This is an optimization exercise on Yosys and OpenROAD, whose aim is small area, not a production implementation. Function was checked by simulation only, so behaviour that the tests miss may differ from the original. No driver is modelled on the clock port, so clocking that relies on it looks cheaper here than on a real chip. Power and IR drop assume default switching activity.

<file path="flow/design.v">
module music_top(
    input clk,
    input rst,       
    input play,      
    input right_button,
    input left_button,
    input loop,  
    input [7:0] kb_data,     
    input kb_data_valid,     
    input [15:0] sw,
    output [15:0] led,
    output audio_mclk,  
    output audio_lrck,  
    output audio_sck,   
    output audio_sdin,  
    output [6:0] DISPLAY,
    output [3:0] DIGIT
);
    wire [12:0] tick;
    wire display_en, rise_fast, rise_norm, frame_en;
    timebase u_tb(.clk(clk), .rst(rst), .tick(tick), .display_en(display_en),
        .rise_fast(rise_fast), .rise_norm(rise_norm), .frame_en(frame_en));
    wire loop_de, left_de, right_de, play_pause;
    buttons u_btn(.clk(clk), .rst(rst), .play(play), .loop(loop), .left_button(left_button),
        .right_button(right_button), .loop_de(loop_de), .left_de(left_de), .right_de(right_de),
        .play_pause(play_pause));
    wire reverse, fast;
    wire [2:0] loop_width, volume;
    wire [1:0] octave, duty;
    keys u_keys(.clk(clk), .rst(rst), .kb_data(kb_data), .kb_data_valid(kb_data_valid),
        .reverse(reverse), .fast(fast), .loop_width(loop_width), .volume(volume),
        .octave(octave), .duty(duty));
    wire [11:0] ibeat;
    player u_player(.clk(clk), .rst(rst), .en(fast ? rise_fast : rise_norm), .play_pause(play_pause),
        .loop_de(loop_de), .reverse(reverse), .loop_width(loop_width), .ibeat(ibeat));
    leds u_leds(.clk(clk), .rst(rst), .play_pause(play_pause), .ibeat(ibeat), .led(led));
    wire sounding, is_am, is_noise;
    wire [11:0] nd;
    tone_sel u_tone(.ibeat(ibeat), .play_pause(play_pause), .sw(sw), .left_de(left_de),
        .right_de(right_de), .octave(octave), .sounding(sounding), .is_am(is_am),
        .is_noise(is_noise), .nd(nd));
    wire note_clk;
    wire [15:0] am;
    wave u_wave(.clk(clk), .rst(rst), .nd(nd), .duty(duty), .volume(volume),
        .note_clk(note_clk), .am(am));
    wire noise_clk;
    noise u_noise(.clk(clk), .rst(rst), .noise_clk(noise_clk));
    audio_out u_audio(.clk(clk), .rst(rst), .tick(tick), .frame_en(frame_en), .sounding(sounding),
        .is_am(is_am), .is_noise(is_noise), .am(am), .noise_clk(noise_clk), .note_clk(note_clk),
        .volume(volume), .audio_mclk(audio_mclk), .audio_lrck(audio_lrck), .audio_sck(audio_sck),
        .audio_sdin(audio_sdin));
    display u_disp(.clk(clk), .rst(rst), .display_en(display_en), .volume(volume),
        .octave(octave), .loop_width(loop_width), .DIGIT(DIGIT), .DISPLAY(DISPLAY));
endmodule
module timebase(input clk, input rst, output reg [12:0] tick, output display_en,
                output rise_fast, output rise_norm, output frame_en);
    integer i;
    reg [12:0] nxt;
    reg c;
    always @(*) begin
        c = 1'b1;
        for (i = 0; i < 13; i = i + 1) begin
            nxt[i] = tick[i] ^ c;
            c = c & tick[i];
        end
    end
    always @(posedge clk, posedge rst)
        if (rst) tick <= 13'd0;
        else     tick <= nxt;
    assign display_en = (tick[11:0] == 12'hFFF) & ~tick[12];
    assign rise_fast  = (tick[9:0]  == 10'h3FF) & ~tick[10];
    assign rise_norm  = (tick[10:0] == 11'h7FF) & ~tick[11];
    assign frame_en   = (tick[8:0]  == 9'h0FF);
endmodule
module buttons(input clk, input rst, input play, input loop, input left_button,
               input right_button, output loop_de, output left_de, output right_de,
               output reg play_pause);
    reg [2:0] loop_c, lb_c, rb_c;
    reg [3:0] play_c;
    reg play_1p;
    always @(posedge clk, posedge rst)
        if (rst) begin
            loop_c <= 3'd0; lb_c <= 3'd0; rb_c <= 3'd0;
            play_c <= 4'd0; play_1p <= 1'b0; play_pause <= 1'b0;
        end else begin
            loop_c <= loop ? {loop_c[1] & loop_c[0] | loop_c[2], loop_c[1] ^ loop_c[0] | (&loop_c), ~loop_c[0] | (&loop_c)} : 3'd0;
            lb_c <= left_button ? {lb_c[1] & lb_c[0] | lb_c[2], lb_c[1] ^ lb_c[0] | (&lb_c), ~lb_c[0] | (&lb_c)} : 3'd0;
            rb_c <= right_button ? {rb_c[1] & rb_c[0] | rb_c[2], rb_c[1] ^ rb_c[0] | (&rb_c), ~rb_c[0] | (&rb_c)} : 3'd0;
            play_c <= play ? (play_c[3] ? 4'd8 : {&play_c[2:0], play_c[2] ^ (&play_c[1:0]), play_c[1] ^ play_c[0], ~play_c[0]}) : 4'd0;
            play_1p <= (play_c == 4'd7);
            play_pause <= play_pause ^ play_1p;
        end
    assign loop_de  = &loop_c;
    assign left_de  = &lb_c;
    assign right_de = &rb_c;
endmodule
module keys(input clk, input rst, input [7:0] kb_data, input kb_data_valid,
            output reg reverse, output reg fast, output reg [2:0] loop_width,
            output reg [2:0] volume, output reg [1:0] octave, output reg [1:0] duty);
    localparam [3:0] K_PRE = 4'd0, K_KEY = 4'd1, K_BRK = 4'd2, K_EXT = 4'd3,
                     K_T1 = 4'd9, K_T2 = 4'd10, K_T3 = 4'd11, K_T4 = 4'd12, K_T5 = 4'd13;
    reg [3:0] ks;
    reg [4:0] fid;
    reg is_fkey;
    always @(*) begin
        case (kb_data)
            8'h2D, 8'h72, 8'h7A, 8'h6B, 8'h73, 8'h74, 8'h1A, 8'h22,
            8'h1C, 8'h23, 8'h1D, 8'h1B, 8'h44, 8'h4D, 8'h54: is_fkey = 1'b1;
            default: is_fkey = 1'b0;
        endcase
    end
    always @(posedge clk, posedge rst)
        if (rst) ks <= K_PRE;
        else case (ks)
            K_PRE: if (kb_data_valid && kb_data == 8'hAA) ks <= K_KEY;
            K_KEY: if (kb_data_valid) begin
                if (kb_data == 8'hF0) ks <= K_BRK;
                else if (kb_data == 8'hE0) ks <= K_EXT;
                else if (is_fkey) ks <= K_T5;
            end
            K_BRK: if (kb_data_valid) ks <= K_KEY;
            K_EXT: if (kb_data_valid) ks <= (kb_data == 8'hF0) ? K_BRK : K_KEY;
            K_T5: ks <= K_T4;
            K_T4: ks <= K_T3;
            K_T3: ks <= K_T2;
            K_T2: ks <= K_T1;
            K_T1: ks <= K_KEY;
            default: ks <= K_PRE;
        endcase
    always @(posedge clk)
        if (kb_data_valid) fid <= {kb_data[5:3], kb_data[1:0]};
    wire act = (ks == K_T1);
    wire kR = fid[4] & ~fid[3] & ~fid[1];
    wire k2 = fid[3] & ~fid[2] & fid[1] & ~fid[0];
    wire k3 = fid[4] & fid[3] & fid[2];
    wire k4 = ~fid[3] & fid[2] & fid[1];
    wire k5 = fid[4] & fid[3] & fid[0];
    wire k6 = fid[4] & fid[3] & ~fid[1];
    wire kZ = ~fid[4] & fid[1] & ~fid[0];
    wire kX = fid[4] & ~fid[3] & ~fid[0];
    wire kA = fid[2] & ~fid[1] & ~fid[0];
    wire kD = ~fid[3] & ~fid[2] & fid[0];
    wire kW = fid[3] & ~fid[1] & fid[0];
    wire kS = ~fid[4] & fid[1] & fid[0];
    wire kO = ~fid[4] & ~fid[3] & ~fid[2];
    wire kP = ~fid[4] & ~fid[3] & fid[2];
    wire kB = ~fid[4] & fid[3] & ~fid[2];
    always @(posedge clk, posedge rst)
        if (rst) begin
            reverse <= 1'b0; fast <= 1'b0; loop_width <= 3'd3;
            volume <= 3'd3; octave <= 2'd2; duty <= 2'd0;
        end else if (act) begin
            if (kR) reverse <= ~reverse;
            if (k2) loop_width <= 3'd2;
            if (k3) loop_width <= 3'd3;
            if (k4) loop_width <= 3'd4;
            if (k5) loop_width <= 3'd5;
            if (k6) loop_width <= 3'd6;
            if (kZ) fast <= 1'b0;
            if (kX) fast <= 1'b1;
            if (kA) case (volume)
                3'd5: volume <= 3'd4;
                3'd4: volume <= 3'd3;
                3'd3: volume <= 3'd2;
                default: volume <= 3'd1;
            endcase
            if (kD) case (volume)
                3'd1: volume <= 3'd2;
                3'd2: volume <= 3'd3;
                3'd3: volume <= 3'd4;
                default: volume <= 3'd5;
            endcase
            if (kW) octave <= (octave == 2'd1) ? 2'd2 : 2'd3;
            if (kS) octave <= (octave == 2'd3) ? 2'd2 : 2'd1;
            if (kO) duty <= 2'd0;
            if (kP) duty <= 2'd1;
            if (kB) duty <= 2'd2;
        end
endmodule
module player(input clk, input rst, input en, input play_pause, input loop_de,
              input reverse, input [2:0] loop_width, output reg [11:0] ibeat);
    reg [9:0] bound_hi;
    reg bound_lo;
    wire [11:0] bound = {bound_hi, bound_lo, bound_lo};
    reg [4:0] jump;        
    reg [11:0] rlim;       
    reg [11:0] flim;       
    always @(*) begin
        case (loop_width)
            3'd2: begin jump = 5'd7;  rlim = 12'd59; flim = 12'd4;  end
            3'd3: begin jump = 5'd11; rlim = 12'd55; flim = 12'd8;  end
            3'd4: begin jump = 5'd15; rlim = 12'd51; flim = 12'd12; end
            3'd5: begin jump = 5'd19; rlim = 12'd47; flim = 12'd16; end
            default: begin jump = 5'd23; rlim = 12'd43; flim = 12'd20; end
        endcase
    end
    integer i;
    reg r_gt, f_lt;        
    always @(*) begin
        r_gt = 1'b0; f_lt = 1'b0;
        for (i = 0; i < 12; i = i + 1) begin
            r_gt = (ibeat[i] & ~rlim[i]) | (ibeat[i] & r_gt) | (~rlim[i] & r_gt);
            f_lt = (~ibeat[i] & flim[i]) | (~ibeat[i] & f_lt) | (flim[i] & f_lt);
        end
    end
    wire at_bound = (ibeat == bound);
    wire do_jump = loop_de & at_bound & (reverse ? ~r_gt : ~f_lt);
    wire [11:0] delta = reverse ? (do_jump ? {7'd0, jump} : 12'hFFF)
                                : (do_jump ? ~{7'd0, jump} : 12'd1);
    reg [11:0] moved;
    reg c;
    always @(*) begin
        c = ~reverse & do_jump;
        for (i = 0; i < 12; i = i + 1) begin
            moved[i] = ibeat[i] ^ delta[i] ^ c;
            c = (ibeat[i] & delta[i]) | (c & (ibeat[i] ^ delta[i]));
        end
    end
    wire beat_hi = (ibeat[11:6] != 6'd0) | (&ibeat[5:0]);    
    wire beat_zero = (ibeat == 12'd0);
    wire [11:0] next_ibeat = do_jump ? moved :
                             reverse ? (beat_zero ? 12'd63 : moved) :
                                       (beat_hi ? 12'd0 : moved);
    always @(posedge clk, posedge rst)
        if (rst) begin
            ibeat <= 12'd0; bound_hi <= 10'd0; bound_lo <= 1'b0;
        end else if (en && play_pause) begin
            ibeat <= next_ibeat;
            if (!loop_de) begin
                if (reverse) begin
                    bound_hi <= ibeat[11:2]; bound_lo <= 1'b0;
                end else if (!beat_hi) begin
                    bound_hi <= ibeat[11:2]; bound_lo <= 1'b1;
                end else begin
                    bound_hi <= 10'd0; bound_lo <= 1'b0;
                end
            end
        end
endmodule
module leds(input clk, input rst, input play_pause, input [11:0] ibeat, output [15:0] led);
    reg [3:0] led_step;
    reg led_all;
    always @(posedge clk, posedge rst)
        if (rst) begin
            led_step <= 4'd0; led_all <= 1'b0;
        end else if (play_pause) begin
            led_step <= ibeat[5:2]; led_all <= (ibeat[11:6] != 6'd0);
        end
    genvar gi;
    generate for (gi = 0; gi < 16; gi = gi + 1) begin : g_led
        assign led[15 - gi] = led_all | (led_step == gi);
    end endgenerate
endmodule
module tone_sel(input [11:0] ibeat, input play_pause, input [15:0] sw, input left_de,
                input right_de, input [1:0] octave, output sounding, output is_am,
                output reg is_noise, output [11:0] nd);
    wire [3:0] step = ibeat[5:2];
    wire in_song = (ibeat[11:6] == 6'd0);
    reg [2:0] tone;        
    reg gated;             
    always @(*) begin
        gated = 1'b1;
        case (step)
            4'd0:  begin tone = 3'd0; gated = 1'b0; end
            4'd1:  tone = 3'd1;
            4'd2:  tone = 3'd2;
            4'd3:  tone = 3'd0;
            4'd4:  tone = 3'd3;
            4'd5:  tone = 3'd4;
            4'd6:  begin tone = 3'd5; gated = 1'b0; end
            4'd7:  tone = 3'd6;
            4'd8:  tone = 3'd7;
            4'd9:  tone = 3'd3;
            4'd10: begin tone = 3'd0; gated = 1'b0; end
            4'd11: tone = 3'd0;
            4'd12: begin tone = 3'd3; gated = 1'b0; end
            4'd13: tone = 3'd0;
            4'd14: begin tone = 3'd3; gated = 1'b0; end
            default: tone = 3'd6;
        endcase
    end
    assign sounding = play_pause & in_song & sw[~step] & ~(gated & left_de);
    reg [11:0] tdiv;
    always @(*) begin
        case ({octave, tone})
            {2'd1, 3'd0}: tdiv = 12'd3846;
            {2'd1, 3'd1}: tdiv = 12'd1612;
            {2'd1, 3'd2}: tdiv = 12'd1515;
            {2'd1, 3'd3}: tdiv = 12'd3424;
            {2'd1, 3'd4}: tdiv = 12'd2032;
            {2'd1, 3'd5}: tdiv = 12'd2873;
            {2'd1, 3'd6}: tdiv = 12'd1908;
            {2'd1, 3'd7}: tdiv = 12'd2272;
            {2'd3, 3'd0}: tdiv = 12'd961;
            {2'd3, 3'd1}: tdiv = 12'd401;
            {2'd3, 3'd2}: tdiv = 12'd378;
            {2'd3, 3'd3}: tdiv = 12'd850;
            {2'd3, 3'd4}: tdiv = 12'd506;
            {2'd3, 3'd5}: tdiv = 12'd714;
            {2'd3, 3'd6}: tdiv = 12'd477;
            {2'd3, 3'd7}: tdiv = 12'd568;
            {2'd2, 3'd0}: tdiv = 12'd1923;
            {2'd2, 3'd1}: tdiv = 12'd803;
            {2'd2, 3'd2}: tdiv = 12'd757;
            {2'd2, 3'd3}: tdiv = 12'd1700;
            {2'd2, 3'd4}: tdiv = 12'd1012;
            {2'd2, 3'd5}: tdiv = 12'd1428;
            {2'd2, 3'd6}: tdiv = 12'd954;
            {2'd2, 3'd7}: tdiv = 12'd1136;
            default: tdiv = 12'd0;
        endcase
    end
    assign nd = sounding ? tdiv : 12'd1;
    assign is_am = (step == 4'd11) | (step == 4'd13);
    always @(*) begin
        case (step)
            4'd0, 4'd6, 4'd10: is_noise = left_de;
            4'd4, 4'd12: is_noise = 1'b1;
            4'd14: is_noise = left_de | right_de;
            default: is_noise = 1'b0;
        endcase
    end
endmodule
module wave(input clk, input rst, input [11:0] nd, input [1:0] duty, input [2:0] volume,
            output reg note_clk, output reg [15:0] am);
    reg [11:0] pcnt;
    reg up;
    reg [1:0] am_c;            
    wire [11:0] duty_thr = (duty == 2'd0) ? {3'd0, nd[11:3]} :
                           (duty == 2'd1) ? {2'd0, nd[11:2]} : {1'b0, nd[11:1]};
    wire [11:0] half = {1'b0, nd[11:1]};
    integer i;
    reg run, lt_duty, lt_half, c;
    reg [11:0] pinc;
    always @(*) begin
        run = 1'b0; lt_duty = 1'b0; lt_half = 1'b0; c = 1'b1;
        for (i = 0; i < 12; i = i + 1) begin
            run = (~pcnt[i] & nd[i]) | (~pcnt[i] & run) | (nd[i] & run);
            lt_duty = (~pcnt[i] & duty_thr[i]) | (~pcnt[i] & lt_duty) | (duty_thr[i] & lt_duty);
            lt_half = (~pcnt[i] & half[i]) | (~pcnt[i] & lt_half) | (half[i] & lt_half);
            pinc[i] = pcnt[i] ^ c;
            c = c & pcnt[i];
        end
    end
    wire am_hit = nd[11] ? (am_c == 2'd1) : (am_c == 2'd0);
    reg [15:0] vol_step;
    always @(*) begin
        case (volume)
            3'd1: vol_step = 16'd80;
            3'd2: vol_step = 16'd120;
            3'd3: vol_step = 16'd150;
            3'd4: vol_step = 16'd200;
            default: vol_step = 16'd250;
        endcase
    end
    reg [15:0] vol_neg;
    always @(*) begin
        case (volume)
            3'd1: vol_neg = 16'hFFB0;
            3'd2: vol_neg = 16'hFF88;
            3'd3: vol_neg = 16'hFF6A;
            3'd4: vol_neg = 16'hFF38;
            default: vol_neg = 16'hFF06;
        endcase
    end
    wire [15:0] am_add = am[15] ? (up ? vol_step : vol_neg) : 16'd0;
    reg [15:0] am_next;
    reg ac;
    always @(*) begin
        ac = 1'b1;
        for (i = 0; i < 16; i = i + 1) begin
            am_next[i] = ~am[i] ^ am_add[i] ^ ac;
            ac = (~am[i] & am_add[i]) | (ac & (~am[i] ^ am_add[i]));
        end
    end
    always @(posedge clk)
        if (run) begin
            note_clk <= lt_duty;
            up <= lt_half;
        end else
            up <= 1'b1;
    always @(posedge clk, posedge rst)
        if (rst) begin
            pcnt <= 12'd0; am_c <= 2'd0; am <= 16'd1;
        end else if (run) begin
            pcnt <= pinc;
            if (am_hit) begin
                am_c <= 2'd0;
                am <= am_next;
            end else
                am_c <= (am_c == 2'd0) ? 2'd1 : 2'd2;
        end else begin
            pcnt <= 12'd0; am_c <= 2'd0; am <= 16'd1;
        end
endmodule
module noise(input clk, input rst, output reg noise_clk);
    reg [3:0] rnd;
    reg [6:0] nq;
    reg nfirst;
    reg [6:0] nthr;       
    always @(*) begin
        case (rnd)
            4'd1: nthr = 7'd127;
            4'd2: nthr = nfirst ? 7'd66 : 7'd65;
            4'd3: nthr = 7'd44;
            4'd4: nthr = 7'd33;
            4'd5: nthr = 7'd26;
            4'd6: nthr = 7'd22;
            4'd7: nthr = nfirst ? 7'd20 : 7'd19;
            4'd8: nthr = 7'd17;
            4'd9: nthr = 7'd15;
            4'd10: nthr = 7'd13;
            4'd11: nthr = 7'd12;
            4'd12: nthr = 7'd11;
            4'd13: nthr = 7'd10;
            4'd14: nthr = 7'd9;
            default: nthr = nfirst ? 7'd9 : 7'd8;
        endcase
    end
    integer i;
    reg lt, c;
    reg [6:0] qinc;
    always @(*) begin
        lt = 1'b0; c = 1'b1;
        for (i = 0; i < 7; i = i + 1) begin
            lt = (~nq[i] & nthr[i]) | (~nq[i] & lt) | (nthr[i] & lt);
            qinc[i] = nq[i] ^ c;
            c = c & nq[i];
        end
    end
    wire rnd15 = &rnd;
    always @(posedge clk, posedge rst)
        if (rst) begin
            rnd <= 4'b1100; nq <= 7'd0; nfirst <= 1'b1;
        end else begin
            rnd <= {rnd[1] ^ rnd[0], rnd[3:1]};
            if (rnd15 && nq == 7'd69) begin
                nq <= 7'd0; nfirst <= 1'b0;
            end else if (rnd15)
                nq <= qinc;
        end
    always @(posedge clk)
        if (!(rnd15 && nq == 7'd69)) noise_clk <= lt;
endmodule
module audio_out(input clk, input rst, input [12:0] tick, input frame_en, input sounding,
                 input is_am, input is_noise, input [15:0] am, input noise_clk, input note_clk,
                 input [2:0] volume, output audio_mclk, output audio_lrck, output audio_sck,
                 output audio_sdin);
    reg [15:0] sample;
    always @(*) begin
        if (!sounding)
            sample = 16'h0000;
        else if (is_am)
            sample = am;
        else if (is_noise)
            sample = noise_clk ? 16'h6000 : 16'hA000;
        else case (volume)
            3'd1: sample = note_clk ? 16'h1000 : 16'hF000;
            3'd2: sample = note_clk ? 16'h2000 : 16'hE000;
            3'd3: sample = note_clk ? 16'h4000 : 16'hC000;
            3'd4: sample = note_clk ? 16'h5000 : 16'hB000;
            default: sample = note_clk ? 16'h6000 : 16'hA000;
        endcase
    end
    reg [15:0] audio;
    reg audio_ok;
    always @(posedge clk)
        if (frame_en) audio <= sample;
    always @(posedge clk, posedge rst)
        if (rst) audio_ok <= 1'b0;
        else if (frame_en) audio_ok <= 1'b1;
    assign audio_mclk = tick[1];
    assign audio_lrck = tick[8];
    assign audio_sck = 1'b1;
    wire [15:0] audio_rev = {audio[1], audio[2], audio[3], audio[4], audio[5], audio[6],
                             audio[7], audio[8], audio[9], audio[10], audio[11], audio[12],
                             audio[13], audio[14], audio[15], audio[0]};
    assign audio_sdin = audio_ok & audio_rev[tick[7:4]];
endmodule
module display(input clk, input rst, input display_en, input [2:0] volume, input [1:0] octave,
               input [2:0] loop_width, output reg [3:0] DIGIT, output reg [6:0] DISPLAY);
    reg [2:0] value;
    always @(posedge clk, posedge rst)
        if (rst) begin
            value <= 3'd0; DIGIT <= 4'b1111;
        end else if (display_en) begin
            case (DIGIT)
                4'b1110: begin value <= 3'd0; DIGIT <= 4'b1101; end
                4'b1101: begin value <= volume; DIGIT <= 4'b1011; end
                4'b1011: begin value <= {1'b0, octave}; DIGIT <= 4'b0111; end
                4'b0111: begin value <= loop_width; DIGIT <= 4'b1110; end
                default: begin value <= 3'd0; DIGIT <= 4'b1110; end
            endcase
        end
    always @(*) begin
        case (value)
            3'd1: DISPLAY = 7'b111_1001;
            3'd2: DISPLAY = 7'b010_0100;
            3'd3: DISPLAY = 7'b011_0000;
            3'd4: DISPLAY = 7'b001_1001;
            3'd5: DISPLAY = 7'b001_0010;
            3'd6: DISPLAY = 7'b000_0010;
            3'd7: DISPLAY = 7'b111_1000;
            default: DISPLAY = 7'b011_1111;
        endcase
    end
endmodule
</file>
<file path="flow/flow/run.sh">
#!/bin/bash
# Own layout flow: the standard ORFS flow (standard.sh) with
#  - a different ABC mapping script for the area-oriented synthesis
#    (flow/abc_area.script: &deepsyn, then repeated &dch/&nf area mapping),
#    and arithmetic left to ABC (no separate half/full adder mapping),
#  - port buffers made with the smallest buffer cell (buf_1),
#  - a clock tree of small buffers, without dummy loads, whose buffers are
#    then sized up where the flip-flop clock slew needs it (flow/cts_post.tcl).
# Registers, floorplan, power grid, tap cells, placement, routing and
# finishing are the standard flow's.  Every tool's output is kept in
# orfs/logs (ORFS's per-step logs) and in flow_make.log here.
set -euo pipefail
W=$(pwd)
S="$W/scripts_mod"
rm -rf "$S"
mkdir -p "$S"
cp -r "$FLOW_HOME/scripts/." "$S/"
cp "$W/flow/abc_area.script" "$S/abc_area.script"
bash "$W/standard.sh" \
  "SCRIPTS_DIR=$S" \
  "ADDER_MAP_FILE=" \
  "BUFFER_PORTS_ARGS=-buffer_cell sky130_fd_sc_hd__buf_1" \
  "CTS_ARGS=$(cat "$W/flow/cts_args")" \
  "POST_CTS_TCL=$W/flow/cts_post.tcl" \
  finish > "$W/flow_make.log" 2>&1
</file>
<file path="flow/flow/abc_area.script">
&get -n
&st
&deepsyn -T 30
&dch -f
&nf -R 1000 -p
&st
&dch -f
&nf -R 1000 -p
&put
</file>
<file path="flow/flow/cts_args">
-sink_clustering_enable -repair_clock_nets -dont_use_dummy_load -root_buf sky130_fd_sc_hd__clkbuf_4 -buf_list sky130_fd_sc_hd__clkbuf_2
</file>
<file path="flow/flow/cts_post.tcl">
set clk_sizes {sky130_fd_sc_hd__clkbuf_1 sky130_fd_sc_hd__clkbuf_2 sky130_fd_sc_hd__clkbuf_4 sky130_fd_sc_hd__clkbuf_8 sky130_fd_sc_hd__clkbuf_16}
set clk_slew_lim 0.115
estimate_parasitics -placement
for {set iter 0} {$iter < 8} {incr iter} {
  set changed 0
  foreach inst [[ord::get_db_block] getInsts] {
    set idx [lsearch $clk_sizes [[$inst getMaster] getName]]
    if {$idx < 0 || $idx == [expr {[llength $clk_sizes] - 1}]} continue
    set net [[$inst findITerm X] getNet]
    if {$net == "NULL"} continue
    set w 0
    foreach it [$net getITerms] {
      if {[$it isInputSignal] || [[$it getMTerm] getName] == "CLK"} {
        set s [get_property [get_pins "[[$it getInst] getName]/[[$it getMTerm] getName]"] slew_max]
        if {$s > $w} {set w $s}
      }
    }
    if {$w > $clk_slew_lim} {
      replace_cell [$inst getName] [lindex $clk_sizes [expr {$idx + 1}]]
      incr changed
    }
  }
  estimate_parasitics -placement
  puts "clock buffer sizing pass $iter: $changed resized"
  if {$changed == 0} break
}
detailed_placement
check_placement -verbose
estimate_parasitics -placement
</file>
<file path="flow/standard.sh">
#!/bin/bash
# synth_recipe.tcl (not shown) runs the flow's synth.tcl, then flattens the netlist and writes it again
# the make line also repeats each setting of config.mk as NAME=value (left out here)
make -C /OpenROAD-flow-scripts/flow DESIGN_CONFIG=/design/flow/config.mk WORK_HOME=/design/flow/orfs CLKGATE_MAP_FILE= SYNTH_SCRIPT=/design/flow/synth_recipe.tcl "${@:-finish}"
</file>
<file path="flow/config.mk">
export PLATFORM = sky130hd
export DESIGN_NAME = music_top
export DESIGN_NICKNAME = music_top
export VERILOG_FILES = /design/flow/design.v
export SDC_FILE = /design/flow/constraint.sdc
export NUM_CORES = 4
export LEC_CHECK = 0
export ABC_AREA = 1
export CAP_MARGIN = 20
export CORE_MARGIN = 2
export CORE_UTILIZATION = 40
export SLEW_MARGIN = 20
</file>
<file path="flow/constraint.sdc">
create_clock -name core_clock -period 150.0 [get_ports {clk}]
set_input_delay 30.0000 -clock core_clock [delete_from_list [all_inputs] [get_ports {clk}]]
set_output_delay 30.0000 -clock core_clock [all_outputs]
set_load 0.01 [all_outputs]
</file>
==> Implementation_results.wiki, run 1 <==
{| class="wikitable"
! Metric !! Value
|-
| Result of the run || finished clean
|-
| Crit-path slowest cell || or3_1
|-
| Total via count in the routed design || 7,234
|-
| Max-cap violation count || 0
|-
| Synthesized cell area || 0.008346 sq mm
|-
| Fin. Hold Viols || 0
|-
| Drt first-iter violations || 402
|-
| Required time reported for the critical path endpoint || 150.30 ns
|-
| Die Outline Area || 0.02203 sq mm
|-
| GRT Util Overall || 0.1851
|-
| Yosys warning count || 10
|-
| Normalized max-slew margin || 0.3684
|-
| Ordered cell list for the critical path || buf_1, o21ai_0, o31ai_1, a31oi_1, or3_1, nor2_1, clkinv_1, o22ai_1, o2bb2ai_1, maj3_1, a21oi_1, nor2_1, a221oi_1, a2bb2oi_1, nor2_1, a221o_1, o221ai_1, nand2_1, clkinv_1, o21ai_0, a21oi_1
|-
| Unrepaired setup endpoints after global routing || no
|-
| Clock tree skew after final layout || 0.03715 ns
|-
| Final max-slew violation count || 0
|-
| Post-detailed-route DRC marker count || 0
|-
| Final RePlAce weighted congestion || 0.9152
|-
| Worst-Margin Slew || 0.9451 ns
|-
| Placed wire-length estimate || 14,030 microns
|-
| Antenna violation net count after detailed routing || 0
|-
| Post-synth EDFFs || 23
|-
| Class of the most critical hold timing path || reg -> reg
|-
| Maximum number of pins on one net before global-route repair || 66
|-
| Net count after synthesis || 958
|-
| Max rail drop VDD || 0.004465 mV
|-
| Area delta synth->final || 8.965%
|-
| Number of nets in the layout || 1,039
|-
| Setup Slack @ Placement || 115.32 ns
|-
| Core region area || 0.02036 sq mm
|-
| Mean Syn Cell Area || 9.003 sq um
|-
| Worst-skew pair later-pin latency || 0.37 ns
|-
| Leading register cell type out of synthesis || dfrtp_1
|-
| Diodes inserted || 0
|-
| Number of register bits inferred by synthesis || 146
|-
| Aggregate global routing overflow || 0
|-
| Worst hold margin || 0.4103 ns
|-
| Wire length of the first global-routing pass || 33,230 microns
|-
| Via count normalized by instance count || 5.669
|-
| Share of the cycle needed by the critical path after routing || 0.2290
|-
| Unique masters post-synth || 63
|-
| Final setup vio count || 0
|-
| Power per cell area || 11.38 mW/mm^2
|-
| Slowest Stage Delay on Critical Path || 0.61 ns
|-
| Share of the yosys chip area belonging to registers || 0.4529
|-
| Endpoint arrival time on the critical path || 34.65 ns
|-
| DIE WIDTH || 148.4 microns
|-
| Num ports || 62
|-
| Pwr Total || 0.0001035 W
|-
| Effective utilization at floorplan || 0.4098
|-
| Final worst path period need || 34.35 ns
|-
| Count of input and output buffers || 60
|-
| Site Rows || 52
|-
| Setup slack after layout || 115.65 ns
|-
| Endpoint class of the critical path || flip-flop
|-
| Fraction of layout instances using a drive strength above 1 || 0.03877
|-
| Antenna violations before repair || 0
|-
| Maximum clock rate || 29.11 MHz
|-
| Number of global-route vias before repair || 6,761
|-
| Most common cell on crit path || nor2_1
|-
| TritonCTS clock tree || yes
|-
| Cell count after placement || 1,259
|-
| Floorplan die height || 148.4 microns
|-
| Critical Path Source Type || input pin
|-
| Static Leakage || 3.710 nW
|-
| Largest driver fanout on the critical path || 28
|-
| Number of non-filler instances in the completed layout || 1,276
|-
| Post-synthesis async set-or-reset flop share || 0.8356
|-
| Clock Sink Count || 146
|-
| Top library cells by usage in the layout, fill and taps aside || 121 x nor2_1, 109 x dfrtp_1, 89 x nand2_1
|-
| Leading cell type in the layout, fill and taps excluded || nor2_1
|-
| Initial DRT Pass Iterations || 7
|-
| WL final || 19,460 microns
|-
| Clock input transition at the sequential cells of the worst setup and hold paths || 0.10 ns
|-
| Gate Count Post-Synth || 927
|-
| Total Negative Setup Slacks || 0 ns
|-
| Critical path start-end classification || in -> reg
|-
| Final routed wire length divided by cell count || 15.25 microns
|}
## routing by layer
| layer | vias to the layer above | global-route usage | wire length [microns] |
|---|---|---|---|
| li1 | 3607 | - | - |
| met1 | 3414 | 0.2628 | 9292 |
| met2 | 184 | 0.2731 | 8460 |
| met3 | 29 | 0.04693 | 1203 |
| met4 | 0 | 0.06857 | 504 |
| met5 | - | 0 | 0 |
## flip-flops by register name, summed over array words and instances, names as in the netlist, 4 cells and up
register           flops
u_audio.audio         16
u_btn.play_c           4
u_disp.DIGIT           4
u_keys.fid             5
u_keys.ks              4
u_leds.led_step        4
u_noise.nq             7
u_noise.rnd            4
u_player.bound_hi     10
u_player.ibeat        12
u_tb.tick             13
u_wave.am             16
u_wave.pcnt           12
## cell families (layout without fill, tap and decap cells)
| kind of cell | Yosys count | after routing | synth area share |
|---|---|---|---|
| buffers and inverters | 39 | 118 | 0.01799 |
| AND/OR/NAND/NOR | 402 | 402 | 0.2340 |
| adder cells (fa/ha/maj) | 9 | 9 | 0.01080 |
| flip-flops | 146 | 146 | 0.4529 |
| AO/OA/AOI/OAI | 281 | 281 | 0.2235 |
| multiplexers | 8 | 8 | 0.01724 |
| XOR/XNOR | 41 | 41 | 0.04303 |
| other | 1 | 1 | 0.0004493 |
## synth_stat cells (14+ instances only)
master	number	area (sq um)
nand2b_1	14	87.58
nor2b_1	37	231.5
o21ai_0	52	260.3
xnor2_1	27	236.5
nand3_1	33	165.2
and2_0	17	106.4
nand2_1	89	334.1
nor2_1	121	454.2
xor2_1	14	122.6
a21o_1	15	112.6
dfrtp_1	109	2728
clkinv_1	38	142.6
edfxtp_1	23	690.7
a21oi_1	78	390.4
a22o_1	18	157.7
nor3_1	29	145.1
## cell type report
cell class	instances	area, sq um
Clock buffer	17	167.7
Inverter	38	145.1
Timing Repair Buffer	63	247.7
Sequential cell	146	3780
Fill cell	2040	11270
Multi-Input combinational cell	742	4415
Tap cell	270	337.8
## report_power, final
part	switching [W]	leakage, nW	total, W	internal [W]
clock	0.0000120	0.0958	0.0000192	0.00000721
sequential	0.00000687	1.87	0.0000514	0.0000445
combinational	0.0000188	1.75	0.0000329	0.0000141
## through the flow
stage | area (sq um) | util
after floorplan | 8346 | -
after global placement | 8926 | 0.4383
after detailed placement | 8926 | 0.4383
after global routing | 9094 | 0.4465
final | 9094 | 0.4465
## path summary, 6_finish.rpt
| path | slack (ns) | endpoint | from | depth (start not counted) |
|---|---|---|---|---|
| max in group asynchronous | 118.94 | u_leds.led_all | rst | 3 |
| setup reg to reg | 143.67 | u_wave.am[14] | u_player.ibeat[5] | 24 |
| hold / removal | 0.41 | u_noise.rnd[2] | u_noise.rnd[3] | 0 |
| min in group asynchronous | 29.75 | u_btn.play_c[3] | rst | 2 |
| setup / recovery | 115.65 | u_wave.am[14] | sw[9] | 21 |
| hold reg to reg | 0.41 | u_noise.rnd[2] | u_noise.rnd[3] | 0 |
## worst max-delay path, delay by kind of cell
kind	cells	cell delay (ns)
adders and majority gates	1	0.35
AOI/OAI and AO/OA	12	2.06
buffers and inverters	3	0.53
and+or+nand+nor	5	1.68
==> run 2: changes to the inputs <==
--- a/flow/design.v
+++ b/flow/design.v
@@ -78,4 +78,4 @@
     reg [2:0] loop_c, lb_c, rb_c;
+    localparam [3:0] P8 = 4'b1000, P0 = 4'b1001, C8 = 4'b1111;
     reg [3:0] play_c;
-    reg play_1p;
     always @(posedge clk, posedge rst)
@@ -83,3 +83,3 @@
             loop_c <= 3'd0; lb_c <= 3'd0; rb_c <= 3'd0;
-            play_c <= 4'd0; play_1p <= 1'b0; play_pause <= 1'b0;
+            play_c <= 4'd0; play_pause <= 1'b0;
         end else begin
@@ -88,5 +88,12 @@
             rb_c <= right_button ? {rb_c[1] & rb_c[0] | rb_c[2], rb_c[1] ^ rb_c[0] | (&rb_c), ~rb_c[0] | (&rb_c)} : 3'd0;
-            play_c <= play ? (play_c[3] ? 4'd8 : {&play_c[2:0], play_c[2] ^ (&play_c[1:0]), play_c[1] ^ play_c[0], ~play_c[0]}) : 4'd0;
-            play_1p <= (play_c == 4'd7);
-            play_pause <= play_pause ^ play_1p;
+            if (play) begin
+                if (!play_c[3])
+                    play_c <= {&play_c[2:0], play_c[2] ^ (&play_c[1:0]), play_c[1] ^ play_c[0], ~play_c[0]};
+                else if (play_c == P0)
+                    play_c <= 4'd1;
+                else
+                    play_c <= C8;
+            end else
+                play_c <= (play_c == 4'd7) ? P0 : 4'd0;
+            play_pause <= play_pause ^ (play_c[3] & ~play_c[2]);
         end
@@ -448,16 +455,14 @@
                  output audio_sdin);
-    reg [15:0] sample;
+    reg [3:0] top;
     always @(*) begin
-        if (!sounding)
-            sample = 16'h0000;
-        else if (is_am)
-            sample = am;
+        if (is_am)
+            top = am[15:12];
         else if (is_noise)
-            sample = noise_clk ? 16'h6000 : 16'hA000;
+            top = noise_clk ? 4'h6 : 4'hA;
         else case (volume)
-            3'd1: sample = note_clk ? 16'h1000 : 16'hF000;
-            3'd2: sample = note_clk ? 16'h2000 : 16'hE000;
-            3'd3: sample = note_clk ? 16'h4000 : 16'hC000;
-            3'd4: sample = note_clk ? 16'h5000 : 16'hB000;
-            default: sample = note_clk ? 16'h6000 : 16'hA000;
+            3'd1: top = note_clk ? 4'h1 : 4'hF;
+            3'd2: top = note_clk ? 4'h2 : 4'hE;
+            3'd3: top = note_clk ? 4'h4 : 4'hC;
+            3'd4: top = note_clk ? 4'h5 : 4'hB;
+            default: top = note_clk ? 4'h6 : 4'hA;
         endcase
@@ -465,8 +470,11 @@
     reg [15:0] audio;
-    reg audio_ok;
+    reg am_cap, snd_cap;
     always @(posedge clk)
-        if (frame_en) audio <= sample;
+        if (frame_en) audio <= {top, am[11:0]};
     always @(posedge clk, posedge rst)
-        if (rst) audio_ok <= 1'b0;
-        else if (frame_en) audio_ok <= 1'b1;
+        if (rst) begin
+            am_cap <= 1'b0; snd_cap <= 1'b0;
+        end else if (frame_en) begin
+            am_cap <= sounding & is_am; snd_cap <= sounding;
+        end
     assign audio_mclk = tick[1];
@@ -477,3 +485,4 @@
                              audio[13], audio[14], audio[15], audio[0]};
-    assign audio_sdin = audio_ok & audio_rev[tick[7:4]];
+    wire low_bit = ~(tick[6] | tick[5] | tick[4]) | tick[7] | (tick[6] & (tick[5] | tick[4]));    
+    assign audio_sdin = (low_bit ? am_cap : snd_cap) & audio_rev[tick[7:4]];
 endmodule
==> run 2 against run 1 <==
Effect of this change:
- core utilization is 0.14 points higher
- non-clock buffer count is 2 higher
- worst setup slack better by 0.36 ns
- via count is 1.8% higher
- cell area is 0.30% higher
- register-to-register slack hardly changed
- clock-buffer cell count stayed put
- largest cell class unchanged
- synthesized area is 0.25% higher
- sequential power is 13% higher
- maximum frequency is 1.1% higher
==> Implementation_results.wiki, run 2 <==
{| class="wikitable"
! Metric !! Value
|-
| Number of register bits inferred by synthesis || 146 (unchanged)
|-
| Number of stages on the worst hold path || 1 (was 0)
|-
| Worst hold margin || 0.4203 ns (was 0.4103 ns)
|-
| Endpoint arrival time on the critical path || 34.23 ns (was 34.65 ns)
|-
| Most area-hungry cell type in the Yosys netlist || dfrtp_1 (unchanged)
|-
| Core region area || 0.02036 sq mm (unchanged)
|-
| Hold Path Sink || u_wave.am_c[0] (was u_noise.rnd[2])
|-
| Startpoint of the most critical register-to-register path || u_player.ibeat[3] (was u_player.ibeat[5])
|-
| Most instantiated library cell after synthesis || nor2_1 (unchanged)
|-
| Gate Count Post-Synth || 944 (was 927)
|-
| Final RePlAce weighted congestion || 0.9583 (was 0.9152)
|-
| Number of nets in the layout || 1,058 (was 1,039)
|-
| Setup slack after layout || 116.01 ns (was 115.65 ns)
|-
| Clock tree skew after final layout || 0.05327 ns (was 0.03715 ns)
|-
| Terminus of the critical flop-to-flop path || u_wave.am[5] (was u_wave.am[14])
|-
| Total Negative Setup Slacks || 0 ns (unchanged)
|-
| Total via count in the routed design || 7,363 (was 7,234)
|-
| Count of input and output buffers || 60 (unchanged)
|-
| Max-cap violation count || 0 (unchanged)
|-
| Post-synthesis async set-or-reset flop share || 0.8356 (unchanged)
|-
| Leading cell type in the layout, fill and taps excluded || nor2_1 (unchanged)
|-
| Num ports || 62 (unchanged)
|-
| Area fraction of the dominant cell type after synthesis || 0.3260 (was 0.3268)
|-
| Depth of the worst register-to-register path || 20 (was 24)
|-
| Die Outline Area || 0.02209 sq mm (was 0.02203 sq mm)
|-
| Pwr Total || 0.0001348 W (was 0.0001035 W)
|-
| Critical path start-end classification || in -> reg (unchanged)
|-
| Initial DRT Pass Iterations || 5 (was 7)
|-
| Final setup vio count || 0 (unchanged)
|-
| Cell count after placement || 1,278 (was 1,259)
|-
| WL final || 20,420 microns (was 19,460 microns)
|-
| Wire length of the first global-routing pass || 34,660 microns (was 33,230 microns)
|-
| Endpoint class of the critical path || flip-flop (unchanged)
|-
| Share of the cycle needed by the critical path after routing || 0.2266 (was 0.2290)
|-
| Unique masters post-synth || 64 (was 63)
|-
| Clock Sink Count || 146 (unchanged)
|-
| Maximum number of pins on one net before global-route repair || 73 (was 66)
|-
| Ordered cell list for the critical path || buf_1, a222oi_1, and4b_1, nor4_1, buf_4, o21ai_0, a2111o_1, a221oi_1, nor2_1, a221oi_1, o21ai_0, a21oi_1, nor2_1, a221oi_1, nor2_1, a21o_1, o21ai_1, nand2_1, o41ai_1 (was buf_1, o21ai_0, o31ai_1, a31oi_1, or3_1, nor2_1, clkinv_1, o22ai_1, o2bb2ai_1, maj3_1, a21oi_1, nor2_1, a221oi_1, a2bb2oi_1, nor2_1, a221o_1, o221ai_1, nand2_1, clkinv_1, o21ai_0, a21oi_1)
|-
| Final routed wire length divided by cell count || 15.77 microns (was 15.25 microns)
|-
| Aggregate global routing overflow || 0 (unchanged)
|-
| Max rail drop VDD || 0.004681 mV (was 0.004465 mV)
|-
| Clock input transition at the sequential cells of the worst setup and hold paths || 0.09 ns (was 0.10 ns)
|-
| Final worst path period need || 33.99 ns (was 34.35 ns)
|-
| Synthesized cell area || 0.008367 sq mm (was 0.008346 sq mm)
|-
| Static Leakage || 3.579 nW (was 3.710 nW)
|-
| Commonest cells in the synthesized netlist || 115 x nor2_1, 111 x nand2_1, 109 x dfrtp_1 (was 121 x nor2_1, 109 x dfrtp_1, 89 x nand2_1)
|-
| Diodes inserted || 0 (unchanged)
|-
| Synth area leaders || dfrtp_1 33%, edfxtp_1 8.3%, nor2_1 5.2%, nand2_1 5.0%, dfstp_2 4.1% (was dfrtp_1 33%, edfxtp_1 8.3%, nor2_1 5.4%, a21oi_1 4.7%, dfstp_2 4.1%)
|-
| Drt first-iter violations || 505 (was 402)
|-
| Startpoint of the tightest hold check path || u_wave.am_c[1] (was u_noise.rnd[3])
|-
| Setup Slack @ Placement || 115.35 ns (was 115.32 ns)
|-
| Mean Syn Cell Area || 8.863 sq um (was 9.003 sq um)
|-
| Result of the run || finished clean (unchanged)
|-
| Final max-slew violation count || 0 (unchanged)
|-
| Via count normalized by instance count || 5.686 (was 5.669)
|-
| Net count after synthesis || 975 (was 958)
|-
| Effective utilization at floorplan || 0.4109 (was 0.4098)
|-
| DIE WIDTH || 148.6 microns (was 148.4 microns)
|-
| Antenna violation net count after detailed routing || 0 (unchanged)
|-
| Leading register cell type out of synthesis || dfrtp_1 (unchanged)
|-
| Worst-Margin Slew || 0.9098 ns (was 0.9451 ns)
|-
| Class of the most critical hold timing path || reg -> reg (unchanged)
|-
| Post-detailed-route DRC marker count || 0 (unchanged)
|-
| Fin. Hold Viols || 0 (unchanged)
|-
| Maximum clock rate || 29.42 MHz (was 29.11 MHz)
|-
| Site Rows || 52 (unchanged)
|-
| Worst-skew pair later-pin latency || 0.38 ns (was 0.37 ns)
|-
| Largest driver fanout on the critical path || 25 (was 28)
|-
| Setup slack on the worst flop-to-flop path || 143.67 ns (about the same)
|-
| GRT Util Overall || 0.1933 (was 0.1851)
|-
| Crit-path slowest cell || o21ai_1 (was or3_1)
|-
| Unrepaired setup endpoints after global routing || no (unchanged)
|-
| Post-synth EDFFs || 23 (unchanged)
|-
| Critical Path Source Type || input pin (unchanged)
|-
| Fraction of layout instances using a drive strength above 1 || 0.03610 (was 0.03877)
|-
| Area delta synth->final || 9.018% (was 8.965%)
|-
| TritonCTS clock tree || yes (unchanged)
|-
| Top library cells by usage in the layout, fill and taps aside || 115 x nor2_1, 111 x nand2_1, 109 x dfrtp_1 (was 121 x nor2_1, 109 x dfrtp_1, 89 x nand2_1)
|-
| Placed wire-length estimate || 14,750 microns (was 14,030 microns)
|-
| Normalized max-slew margin || 0.3934 (was 0.3684)
|-
| Power per cell area || 14.78 mW/mm^2 (was 11.38 mW/mm^2)
|-
| Share of the yosys chip area belonging to registers || 0.4518 (was 0.4529)
|-
| Largest registers ranked by flip-flop count || u_audio.audio: 16 flops, u_wave.am: 16 flops, u_tb.tick: 13 flops (unchanged)
|-
| Number of non-filler instances in the completed layout || 1,295 (was 1,276)
|-
| Number of global-route vias before repair || 6,883 (was 6,761)
|-
| Slowest Stage Delay on Critical Path || 0.70 ns (was 0.61 ns)
|-
| Antenna violations before repair || 0 (unchanged)
|-
| Required time reported for the critical path endpoint || 150.24 ns (was 150.30 ns)
|-
| Floorplan die height || 148.6 microns (was 148.4 microns)
|-
| Yosys warning count || 10 (unchanged)
|}
run 2: routing by layer:
| layer | wire, microns | vias to the layer above | GRT usage | share of wire |
|---|---|---|---|---|
| met5 | 0 | - | 0 | 0 |
| met4 | 368 | 0 | 0.06190 | 0.018 |
| met3 | 1074 | 25 | 0.03558 | 0.053 |
| met2 | 9093 | 189 | 0.3012 | 0.45 |
| met1 | 9880 | 3477 | 0.2736 | 0.48 |
| li1 | - | 3672 | - | - |
run 2: worst max-delay path: cells and delay by family:
family | cells | cell delay [ns]
AND/OR/NAND/NOR | 6 | 0.95
buffers and inverters | 2 | 0.30
AO/OA/AOI/OAI | 11 | 2.97
run 2: kinds of logic (layout without fill, tap and decap cells):
group                    count (synthesis)  after routing  share of synthesized area
flip-flops                             146            146                     0.4518
other                                    1              1                  0.0004482
multiplexers                             6              6                   0.009122
AND/OR/NAND/NOR                        417            417                     0.2399
AO/OA/AOI/OAI                          287            287                     0.2294
XOR/XNOR                                45             45                    0.04711
adder cells (fa/ha/maj)                  4              4                   0.004786
buffers and inverters                   38            119                    0.01750
run 2: power by group:
group / total [W] / internal, W / leakage [nW] / switching [W]
clock: 0.0000189 / 0.00000680 / 0.0928 / 0.0000121
sequential: 0.0000583 / 0.0000475 / 1.79 / 0.0000109
combinational: 0.0000576 / 0.0000245 / 1.70 / 0.0000331
run 2: area by class of cell:
class,instances,area [sq um]
Multi-Input combinational cell,760,4441
Clock buffer,17,158.9
Inverter,37,141.4
Timing Repair Buffer,65,262.8
Tap cell,270,337.8
Sequential cell,146,3780
Fill cell,2006,11240
run 2: worst max-delay path by stage:
stage               start  depth (start not counted)           end  slack, ns
detailed placement  sw[4]                         19  u_wave.am[5]     115.35
finish              sw[5]                         19  u_wave.am[5]     116.01
global placement    sw[6]                         18  u_wave.am[1]     115.41
floorplan           sw[6]                         16  u_wave.am[1]     115.81
global route        sw[6]                         21  u_wave.am[5]     115.54
run 2: metrics by stage:
step           utilization  instance area [sq um]
2_1_floorplan            -                   8367
3_3_place_gp        0.4401                   8962
3_5_place_dp        0.4401                   8962
5_1_grt             0.4479                   9121
6_report            0.4479                   9121
==> run 3: changes to the inputs <==
--- a/flow/config.mk
+++ b/flow/config.mk
@@ -12 +12,2 @@
 export SLEW_MARGIN = 20
+export SYNTH_HIERARCHICAL = 1
==> run 3 against run 2 <==
Effect of this change:
- still clean on timing, DRC and antenna
- sequential share of layout area up 0.42 points
- via count is 3.5% lower
- combinational power down about 50%
- hold slack better by 0.0063 ns
- synthesized area is 1.0% lower
- clock-buffer cell count did not move
- sequential power shrank 14%
- critical endpoint is now u_wave.am[6]
- largest cell class unchanged
- largest power group unchanged
==> Implementation_results.wiki, run 3 <==
{| class="wikitable"
! Metric !! Value
|-
| Power per cell area || 10.79 mW/mm^2 (was 14.78 mW/mm^2)
|-
| Clock tree skew after final layout || 0.02806 ns (was 0.05327 ns)
|-
| Cell count after placement || 1,250 (was 1,278)
|-
| DIE WIDTH || 147.9 microns (was 148.6 microns)
|-
| Post-synth EDFFs || 23 (unchanged)
|-
| Drt first-iter violations || 428 (was 505)
|-
| Top library cells by usage in the layout, fill and taps aside || 109 x dfrtp_1, 89 x nor2_1, 82 x nand2_1 (was 115 x nor2_1, 111 x nand2_1, 109 x dfrtp_1)
|-
| GRT Util Overall || 0.1800 (was 0.1933)
|-
| Number of global-route vias before repair || 6,466 (was 6,883)
|-
| Area delta synth->final || 9.035% (was 9.018%)
|-
| Final routed wire length divided by cell count || 14.91 microns (was 15.77 microns)
|-
| Leading cell type in the layout, fill and taps excluded || dfrtp_1 (was nor2_1)
|-
| Net count after synthesis || 948 (was 975)
|-
| Synthesized cell area || 0.008282 sq mm (was 0.008367 sq mm)
|-
| Part of the power in registers || 0.512 (was 0.433)
|-
| Unique masters post-synth || 58 (was 64)
|-
| WL final || 18,890 microns (was 20,420 microns)
|-
| Final RePlAce weighted congestion || 0.8724 (was 0.9583)
|-
| Effective utilization at floorplan || 0.4080 (was 0.4109)
|-
| Maximum number of pins on one net before global-route repair || 31 (was 73)
|-
| Floorplan die height || 147.9 microns (was 148.6 microns)
|-
| Count of input and output buffers || 60 (unchanged)
|-
| Crit-path slowest cell || o21ai_0 (was o21ai_1)
|-
| Endpoint arrival time on the critical path || 34.42 ns (was 34.23 ns)
|-
| Internal || 0.00006439 W (was 0.00007873 W)
|-
| Worst-Margin Slew || 0.9120 ns (was 0.9098 ns)
|-
| Static Leakage || 3.562 nW (was 3.579 nW)
|-
| Via count normalized by instance count || 5.609 (was 5.686)
|-
| Count of buffer and inverter cells on the critical path || 3 (was 2)
|-
| Switching pwr || 0.00003299 W (was 0.00005606 W)
|-
| Num ports || 62 (unchanged)
|-
| Mean Syn Cell Area || 9.031 sq um (was 8.863 sq um)
|-
| Leading register cell type out of synthesis || dfrtp_1 (unchanged)
|-
| Largest driver fanout on the critical path || 20 (was 25)
|-
| Maximum clock rate || 29.31 MHz (was 29.42 MHz)
|-
| Fraction of layout instances using a drive strength above 1 || 0.03711 (was 0.03610)
|-
| Wire length of the first global-routing pass || 32,100 microns (was 34,660 microns)
|-
| Slowest Stage Delay on Critical Path || 0.72 ns (was 0.70 ns)
|-
| Combinational power share || 0.296 (was 0.427)
|-
| Share of the cycle needed by the critical path after routing || 0.2275 (was 0.2266)
|-
| Final max-slew violation count || 0 (unchanged)
|-
| Area fraction of the dominant cell type after synthesis || 0.3294 (was 0.3260)
|-
| Most area-hungry cell type in the Yosys netlist || dfrtp_1 (unchanged)
|-
| Total via count in the routed design || 7,106 (was 7,363)
|-
| Worst-skew pair later-pin latency || 0.37 ns (was 0.38 ns)
|-
| Class of the most critical hold timing path || reg -> reg (unchanged)
|-
| Antenna violation net count after detailed routing || 0 (unchanged)
|-
| Required time reported for the critical path endpoint || 150.30 ns (was 150.24 ns)
|-
| Critical Path Source Type || input pin (unchanged)
|-
| Ordered cell list for the critical path || buf_1, nand3_1, a31oi_1, a21oi_1, nand2_1, and3_1, nand2_1, o21a_1, nor3_1, clkinv_1, maj3_1, a21oi_1, o22ai_1, a21oi_1, o221ai_1, o221ai_1, o221ai_1, o221ai_1, o221ai_1, o221ai_1, o21ai_1, buf_4, o21ai_0, a22o_1 (was buf_1, a222oi_1, and4b_1, nor4_1, buf_4, o21ai_0, a2111o_1, a221oi_1, nor2_1, a221oi_1, o21ai_0, a21oi_1, nor2_1, a221oi_1, nor2_1, a21o_1, o21ai_1, nand2_1, o41ai_1)
|-
| Fin. Hold Viols || 0 (unchanged)
|-
| Normalized max-slew margin || 0.3882 (was 0.3934)
|-
| Number of nets in the layout || 1,030 (was 1,058)
|-
| Share of the yosys chip area belonging to registers || 0.4564 (was 0.4518)
|-
| Max-cap violation count || 0 (unchanged)
|-
| Total Negative Setup Slacks || 0 ns (unchanged)
|-
| Most instantiated library cell after synthesis || dfrtp_1 (was nor2_1)
|-
| TritonCTS clock tree || yes (unchanged)
|-
| Post-detailed-route DRC marker count || 0 (unchanged)
|-
| Clock Sink Count || 146 (unchanged)
|-
| Crit path max-delay family || compound AO/OA/AOI/OAI gates (unchanged)
|-
| Gate Count Post-Synth || 917 (was 944)
|-
| Final setup vio count || 0 (unchanged)
|-
| Final worst path period need || 34.12 ns (was 33.99 ns)
|-
| Result of the run || finished clean (unchanged)
|-
| Diodes inserted || 0 (unchanged)
|-
| Core region area || 0.02030 sq mm (was 0.02036 sq mm)
|-
| Largest registers ranked by flip-flop count || u_audio.audio: 16 flops, u_wave.am: 16 flops, u_tb.tick: 13 flops (unchanged)
|-
| Max rail drop VDD || 0.005115 mV (was 0.004681 mV)
|-
| Number of fillers in the final layout || 2,034 (was 2,006)
|-
| Commonest cells in the synthesized netlist || 109 x dfrtp_1, 89 x nor2_1, 82 x nand2_1 (was 115 x nor2_1, 111 x nand2_1, 109 x dfrtp_1)
|-
| Number of register bits inferred by synthesis || 146 (unchanged)
|-
| Initial DRT Pass Iterations || 7 (was 5)
|-
| Site Rows || 52 (unchanged)
|-
| Die Outline Area || 0.02187 sq mm (was 0.02209 sq mm)
|-
| Clock group share of total power || 0.192 (was 0.140)
|-
| Fraction of power spent switching nets || 0.3388 (was 0.4159)
|-
| Post-synthesis async set-or-reset flop share || 0.8356 (unchanged)
|-
| Aggregate global routing overflow || 0 (unchanged)
|-
| Clock input transition at the sequential cells of the worst setup and hold paths || 0.10 ns (was 0.09 ns)
|-
| Endpoint class of the critical path || flip-flop (unchanged)
|-
| Number of non-filler instances in the completed layout || 1,267 (was 1,295)
|-
| Unrepaired setup endpoints after global routing || no (unchanged)
|-
| Antenna violations before repair || 0 (unchanged)
|-
| Most common cell on crit path || o221ai_1
|-
| Synth area leaders || dfrtp_1 33%, edfxtp_1 8.3%, o21ai_0 4.4%, a21oi_1 4.2%, dfstp_2 4.1% (was dfrtp_1 33%, edfxtp_1 8.3%, nor2_1 5.2%, nand2_1 5.0%, dfstp_2 4.1%)
|-
| Yosys warning count || 16 (was 10)
|-
| Critical path start-end classification || in -> reg (unchanged)
|-
| Placed wire-length estimate || 14,070 microns (was 14,750 microns)
|}
[run 3: cell types whose count changed after synthesis, sizes merged, moves of 10 or more]
cell / delta
clkinv: +24
nand2: -29
o21ai: +10
nor2: -26
nor2b: +13
nor3: -10
mux2i: +10
o22ai: -11
[run 3: worst paths after layout]
path	from	end	slack, ns	cells after the start
worst max-delay path	sw[6]	u_wave.am[6]	115.88	24
worst min-delay path	u_noise.rnd[3]	u_noise.rnd[2]	0.43	0
worst max register to register	u_player.ibeat[5]	u_wave.am[6]	144.13	25
worst min register to register	u_noise.rnd[3]	u_noise.rnd[2]	0.43	0
max in group asynchronous	rst	u_player.ibeat[6]	119.44	2
min in group asynchronous	rst	u_audio.am_cap	29.84	2
[run 3: modules after synthesis, one instance, submodules excluded]
module / flops+latches / cell area (sq um) / copies in the design / cells
buttons: 14 / 568.0 / 1 / 53
player: 23 / 1311 / 1 / 147
music_top: 0 / 11.26 / 1 / 1
noise: 13 / 658.1 / 1 / 72
display: 7 / 366.6 / 1 / 41
wave: 32 / 2053 / 1 / 242
tone_sel: 0 / 539.3 / 1 / 99
timebase: 13 / 509.2 / 1 / 43
audio_out: 18 / 829.5 / 1 / 68
leds: 5 / 359.1 / 1 / 36
keys: 21 / 1076 / 1 / 115
[run 3: logic make-up after synthesis]
logic type | share of synthesized area
mux | 0.02402
other cells | 0.0004528
flops | 0.4564
simple gates | 0.2037
compound gates | 0.2315
xor+xnor | 0.04759
fa+ha+maj | 0.006043
buf+inv | 0.03037
[run 3: cell type report]
| class | instances | area (sq um) | area share |
|---|---|---|---|
| clock buffer | 17 | 161.4 | 0.01787 |
| tap | 270 | 337.8 | 0.03741 |
| timing repair buffer | 66 | 270.3 | 0.02993 |
| multi-input combinational | 707 | 4250 | 0.4707 |
| inverter | 61 | 230.2 | 0.02550 |
| sequential | 146 | 3780 | 0.4186 |
[run 3: per-stage QoR]
step	cell area (sq um)	power (W)	hold slack [ns]	setup slack, ns	utilization
floorplan	8282	0.00007167	0.3863	115.97	-
global placement	8867	0.00007930	0.3984	115.61	0.4368
detailed placement	8869	0.00007965	0.4016	115.51	0.4369
global route	9030	0.0001047	0.4422	115.32	0.4448
finish	9030	0.00009739	0.4266	115.88	0.4448
[run 3: power by group through the flow]
stage	logic, W	clock network (W)	registers (W)
final	0.0000288	0.0000187	0.0000499
after global routing	0.0000327	0.0000213	0.0000507
after detailed placement	0.0000290	0	0.0000506
after global placement	0.0000286	0	0.0000507
after floorplan	0.0000228	0	0.0000489
[run 3: routing by layer]
metal  track usage  part of all wire  routed length [microns]  up-vias
li1              -                 -                        -     3540
met1        0.2651              0.51                     9541     3393
met2        0.2730              0.44                     8295      161
met3       0.03642             0.047                      883       12
met4       0.04429            0.0091                      171        0
met5             0                 0                        0        -
==> run 4: changes to the inputs <==
--- a/flow/design.v
+++ b/flow/design.v
@@ -106,4 +106,4 @@
             output reg [2:0] volume, output reg [1:0] octave, output reg [1:0] duty);
-    localparam [3:0] K_PRE = 4'd0, K_KEY = 4'd1, K_BRK = 4'd2, K_EXT = 4'd3,
-                     K_T1 = 4'd9, K_T2 = 4'd10, K_T3 = 4'd11, K_T4 = 4'd12, K_T5 = 4'd13;
+    localparam [3:0] K_PRE = 4'b0000, K_KEY = 4'b0011, K_BRK = 4'b0001, K_EXT = 4'b0010,
+                     K_T5 = 4'b1000, K_T4 = 4'b1100, K_T3 = 4'b1110, K_T2 = 4'b1111, K_T1 = 4'b0111;
     reg [3:0] ks;
@@ -489,16 +489,24 @@
 module display(input clk, input rst, input display_en, input [2:0] volume, input [1:0] octave,
-               input [2:0] loop_width, output reg [3:0] DIGIT, output reg [6:0] DISPLAY);
+               input [2:0] loop_width, output [3:0] DIGIT, output reg [6:0] DISPLAY);
     reg [2:0] value;
+    reg [1:0] idx;
+    reg started;
     always @(posedge clk, posedge rst)
         if (rst) begin
-            value <= 3'd0; DIGIT <= 4'b1111;
+            value <= 3'd0; idx <= 2'd0; started <= 1'b0;
         end else if (display_en) begin
-            case (DIGIT)
-                4'b1110: begin value <= 3'd0; DIGIT <= 4'b1101; end
-                4'b1101: begin value <= volume; DIGIT <= 4'b1011; end
-                4'b1011: begin value <= {1'b0, octave}; DIGIT <= 4'b0111; end
-                4'b0111: begin value <= loop_width; DIGIT <= 4'b1110; end
-                default: begin value <= 3'd0; DIGIT <= 4'b1110; end
-            endcase
+            started <= 1'b1;
+            if (started) begin
+                idx <= idx + 2'd1;
+                case (idx)
+                    2'd0: value <= 3'd0;
+                    2'd1: value <= volume;
+                    2'd2: value <= {1'b0, octave};
+                    default: value <= loop_width;
+                endcase
+            end else
+                value <= 3'd0;
         end
+    assign DIGIT = {~(started & (idx == 2'd3)), ~(started & (idx == 2'd2)),
+                    ~(started & (idx == 2'd1)), ~(started & (idx == 2'd0))};
     always @(*) begin
@@ -511,3 +519,3 @@
             3'd6: DISPLAY = 7'b000_0010;
-            3'd7: DISPLAY = 7'b111_1000;
+            3'd7: DISPLAY = 7'b001_0010;    
             default: DISPLAY = 7'b011_1111;
--- a/flow/config.mk
+++ b/flow/config.mk
@@ -11,2 +11,3 @@
 export CORE_UTILIZATION = 40
+export GPL_TIMING_DRIVEN = 0
 export SLEW_MARGIN = 20
==> run 4 against run 3 <==
Effect of this change:
- critical endpoint is now u_wave.am[3]
- routed wire length fell by 1.0%
- clock power hardly changed
- clock skew up 0.0015 ns
- core utilization is essentially flat
- highest routed layer unchanged
- clock-buffer cell count unchanged
- die area decreased by 0.44%
- maximum frequency is 0.54% lower
- largest power group unchanged
- cell count decreased by 0.71%
- synthesized cell count shrank 0.87%
- still clean on timing, DRC and antenna
==> Implementation_results.wiki, run 4 <==
{| class="wikitable"
! Metric !! Value
|-
| Area fraction of the dominant cell type after synthesis || 0.3400 (was 0.3294)
|-
| Internal || 0.00006893 W (was 0.00006439 W)
|-
| Final worst path period need || 34.31 ns (was 34.12 ns)
|-
| Drt first-iter violations || 601 (was 428)
|-
| Worst-skew pair later-pin latency || 0.37 ns (about the same)
|-
| Adder-cell area share of the yosys netlist || 0.006071 (was 0.006043)
|-
| Post-detailed-route DRC marker count || 0 (unchanged)
|-
| Via count normalized by instance count || 5.538 (was 5.609)
|-
| Fin. Hold Viols || 0 (unchanged)
|-
| GRT Util Overall || 0.1797 (was 0.1800)
|-
| Max-cap violation count || 0 (unchanged)
|-
| Aggregate global routing overflow || 0 (unchanged)
|-
| Mux contribution to synthesized area || 0.03081 (was 0.02402)
|-
| TritonCTS clock tree || yes (unchanged)
|-
| Largest driver fanout on the critical path || 14 (was 20)
|-
| Maximum number of pins on one net before global-route repair || 31 (unchanged)
|-
| Most area-hungry cell type in the Yosys netlist || dfrtp_1 (unchanged)
|-
| DIE WIDTH || 147.6 microns (was 147.9 microns)
|-
| Power per cell area || 11.99 mW/mm^2 (was 10.79 mW/mm^2)
|-
| Clock input transition at the sequential cells of the worst setup and hold paths || 0.10 ns (about the same)
|-
| Max rail drop VDD || 0.004893 mV (was 0.005115 mV)
|-
| Mean Syn Cell Area || 9.069 sq um (was 9.031 sq um)
|-
| Share of the yosys chip area belonging to registers || 0.4548 (was 0.4564)
|-
| Fraction of layout instances using a drive strength above 1 || 0.03846 (was 0.03711)
|-
| Initial DRT Pass Iterations || 5 (was 7)
|-
| Clock group share of total power || 0.175 (was 0.192)
|-
| Post-synth EDFFs || 23 (unchanged)
|-
| Diodes inserted || 0 (unchanged)
|-
| Worst-Margin Slew || 0.9168 ns (was 0.9120 ns)
|-
| Largest registers ranked by flip-flop count || u_audio.audio: 16 flops, u_wave.am: 16 flops, u_tb.tick: 13 flops (unchanged)
|-
| Endpoint arrival time on the critical path || 34.59 ns (was 34.42 ns)
|-
| Core region area || 0.02023 sq mm (was 0.02030 sq mm)
|-
| Post-synthesis async set-or-reset flop share || 0.8345 (was 0.8356)
|-
| Normalized max-slew margin || 0.3888 (was 0.3882)
|-
| Count of input and output buffers || 60 (unchanged)
|-
| Maximum clock rate || 29.15 MHz (was 29.31 MHz)
|-
| Complex-gate fraction of the synthesized area || 0.2330 (was 0.2315)
|-
| Area share of and/or/nand/nor cells after synthesis || 0.1938 (was 0.2037)
|-
| Clock Sink Count || 145 (was 146)
|-
| Die Outline Area || 0.02178 sq mm (was 0.02187 sq mm)
|-
| Final routed wire length divided by cell count || 14.87 microns (was 14.91 microns)
|-
| Final RePlAce weighted congestion || 0.8515 (was 0.8724)
|-
| Commonest cells in the synthesized netlist || 112 x dfrtp_1, 90 x nand2_1, 86 x nor2_1 (was 109 x dfrtp_1, 89 x nor2_1, 82 x nand2_1)
|-
| Class of the most critical hold timing path || reg -> reg (unchanged)
|-
| Final max-slew violation count || 0 (unchanged)
|-
| Crit-path slowest cell || o21ai_1 (was o21ai_0)
|-
| Most common cell on crit path || o221ai_1 (unchanged)
|-
| Critical Path Source Type || input pin (unchanged)
|-
| Area delta synth->final || 9.258% (was 9.035%)
|-
| Unrepaired setup endpoints after global routing || no (unchanged)
|-
| Wire length of the first global-routing pass || 31,970 microns (was 32,100 microns)
|-
| Post-Route Utilization || 0.4452 (was 0.4448)
|-
| Static Leakage || 3.529 nW (was 3.562 nW)
|-
| Most instantiated library cell after synthesis || dfrtp_1 (unchanged)
|-
| Synthesized cell area || 0.008244 sq mm (was 0.008282 sq mm)
|-
| Placed wire-length estimate || 13,830 microns (was 14,070 microns)
|-
| Yosys warning count || 16 (unchanged)
|-
| Number of global-route vias before repair || 6,430 (was 6,466)
|-
| Result of the run || finished clean (unchanged)
|-
| Part of the power in registers || 0.487 (was 0.512)
|-
| Switching pwr || 0.00003909 W (was 0.00003299 W)
|-
| Critical path start-end classification || in -> reg (unchanged)
|-
| Clock tree skew after final layout || 0.02954 ns (was 0.02806 ns)
|-
| Fraction of synthesized cell area in xor and xnor cells || 0.04781 (was 0.04759)
|-
| Final setup vio count || 0 (unchanged)
|-
| Num ports || 62 (unchanged)
|-
| Fraction of power spent switching nets || 0.3619 (was 0.3388)
|-
| Total via count in the routed design || 6,967 (was 7,106)
|-
| Synth area leaders || dfrtp_1 34%, edfxtp_1 8.4%, a21oi_1 4.4%, nand2_1 4.1%, xnor2_1 4.0% (was dfrtp_1 33%, edfxtp_1 8.3%, o21ai_0 4.4%, a21oi_1 4.2%, dfstp_2 4.1%)
|-
| Leading register cell type out of synthesis || dfrtp_1 (unchanged)
|-
| Total Negative Setup Slacks || 0 ns (unchanged)
|}
run 4: final cells by class:
class | instances | area, sq um | share of cell area
inverters | 65 | 245.2 | 0.02723
flip-flops and latches | 145 | 3750 | 0.4163
clock buffers | 17 | 163.9 | 0.01820
repair buffers | 62 | 247.7 | 0.02750
plain buffers | 4 | 30.03 | 0.003334
well taps | 270 | 337.8 | 0.03751
multi-input cells | 695 | 4233 | 0.4699
run 4: metal layers:
metal | up-vias | routed length, microns | global-route usage
li1 | 3519 | - | -
met1 | 3287 | 9474 | 0.2663
met2 | 147 | 8213 | 0.2721
met3 | 14 | 803 | 0.03395
met4 | 0 | 211 | 0.04471
met5 | - | 0 | 0
run 4: metrics by stage:
stage / cells / area, sq um / total power (W) / hold slack (ns) / setup slack, ns
5_1_grt: 1258 / 9007 / 0.0001165 / 0.4296 / 115.28
3_5_place_dp: 1241 / 8838 / 0.00008998 / 0.3988 / 115.06
6_report: 1258 / 9007 / 0.0001080 / 0.4177 / 115.69
3_3_place_gp: 1239 / 8807 / 0.00008867 / 0.3989 / 114.27
2_1_floorplan: 909 / 8244 / 0.00007991 / 0.3863 / 115.97
run 4: Yosys stat by module (local to each module, per instance):
module | times used | cells inside | flip-flops and latches | area, sq um
tone_sel | 1 | 99 | 0 | 539.3
leds | 1 | 36 | 5 | 359.1
display | 1 | 37 | 6 | 329.1
timebase | 1 | 43 | 13 | 509.2
keys | 1 | 111 | 21 | 1067
buttons | 1 | 53 | 14 | 568.0
music_top | 1 | 1 | 0 | 11.26
wave | 1 | 242 | 32 | 2053
audio_out | 1 | 68 | 18 | 838.3
noise | 1 | 72 | 13 | 658.1
player | 1 | 147 | 23 | 1311
run 4: logic make-up after synthesis:
logic type	after synthesis
fa+ha+maj	5
other cells	1
xor+xnor	45
compound gates	293
flops	145
buf+inv	69
simple gates	329
mux	22
run 4: power by group through the flow:
stage	logic [W]	registers (W)	clock network [W]
final	0.0000365	0.0000526	0.0000189
after global routing	0.0000413	0.0000537	0.0000215
after detailed placement	0.0000367	0.0000533	0
after global placement	0.0000354	0.0000532	0
after floorplan	0.0000289	0.0000510	0
run 4: worst paths after layout:
path,from,to,slack (ns),cells past startpoint
hold / removal,u_noise.rnd[3],u_noise.rnd[2],0.42,0
max in group asynchronous,rst,u_player.bound_hi[1],119.52,2
setup / recovery,sw[6],u_wave.am[3],115.69,25
setup reg to reg,u_player.ibeat[4],u_wave.am[3],143.82,26
hold reg to reg,u_noise.rnd[3],u_noise.rnd[2],0.42,0
min in group asynchronous,rst,u_audio.snd_cap,29.76,2
run 4: worst max-delay path, delay by kind of cell:
family / cells / cell delay, ns
AOI/OAI and AO/OA: 15 / 2.51
adders and majority gates: 1 / 0.33
buffers and inverters: 3 / 0.48
and+or+nand+nor: 6 / 1.30

Check on run 4: ideal ports give 115.694 ns setup slack; a clkbuf_16 on the clock port and buf_2 on the inputs give 115.719 ns; moving port delays by the midpoint clock arrival (0.402 ns) as well gives 115.317 ns.
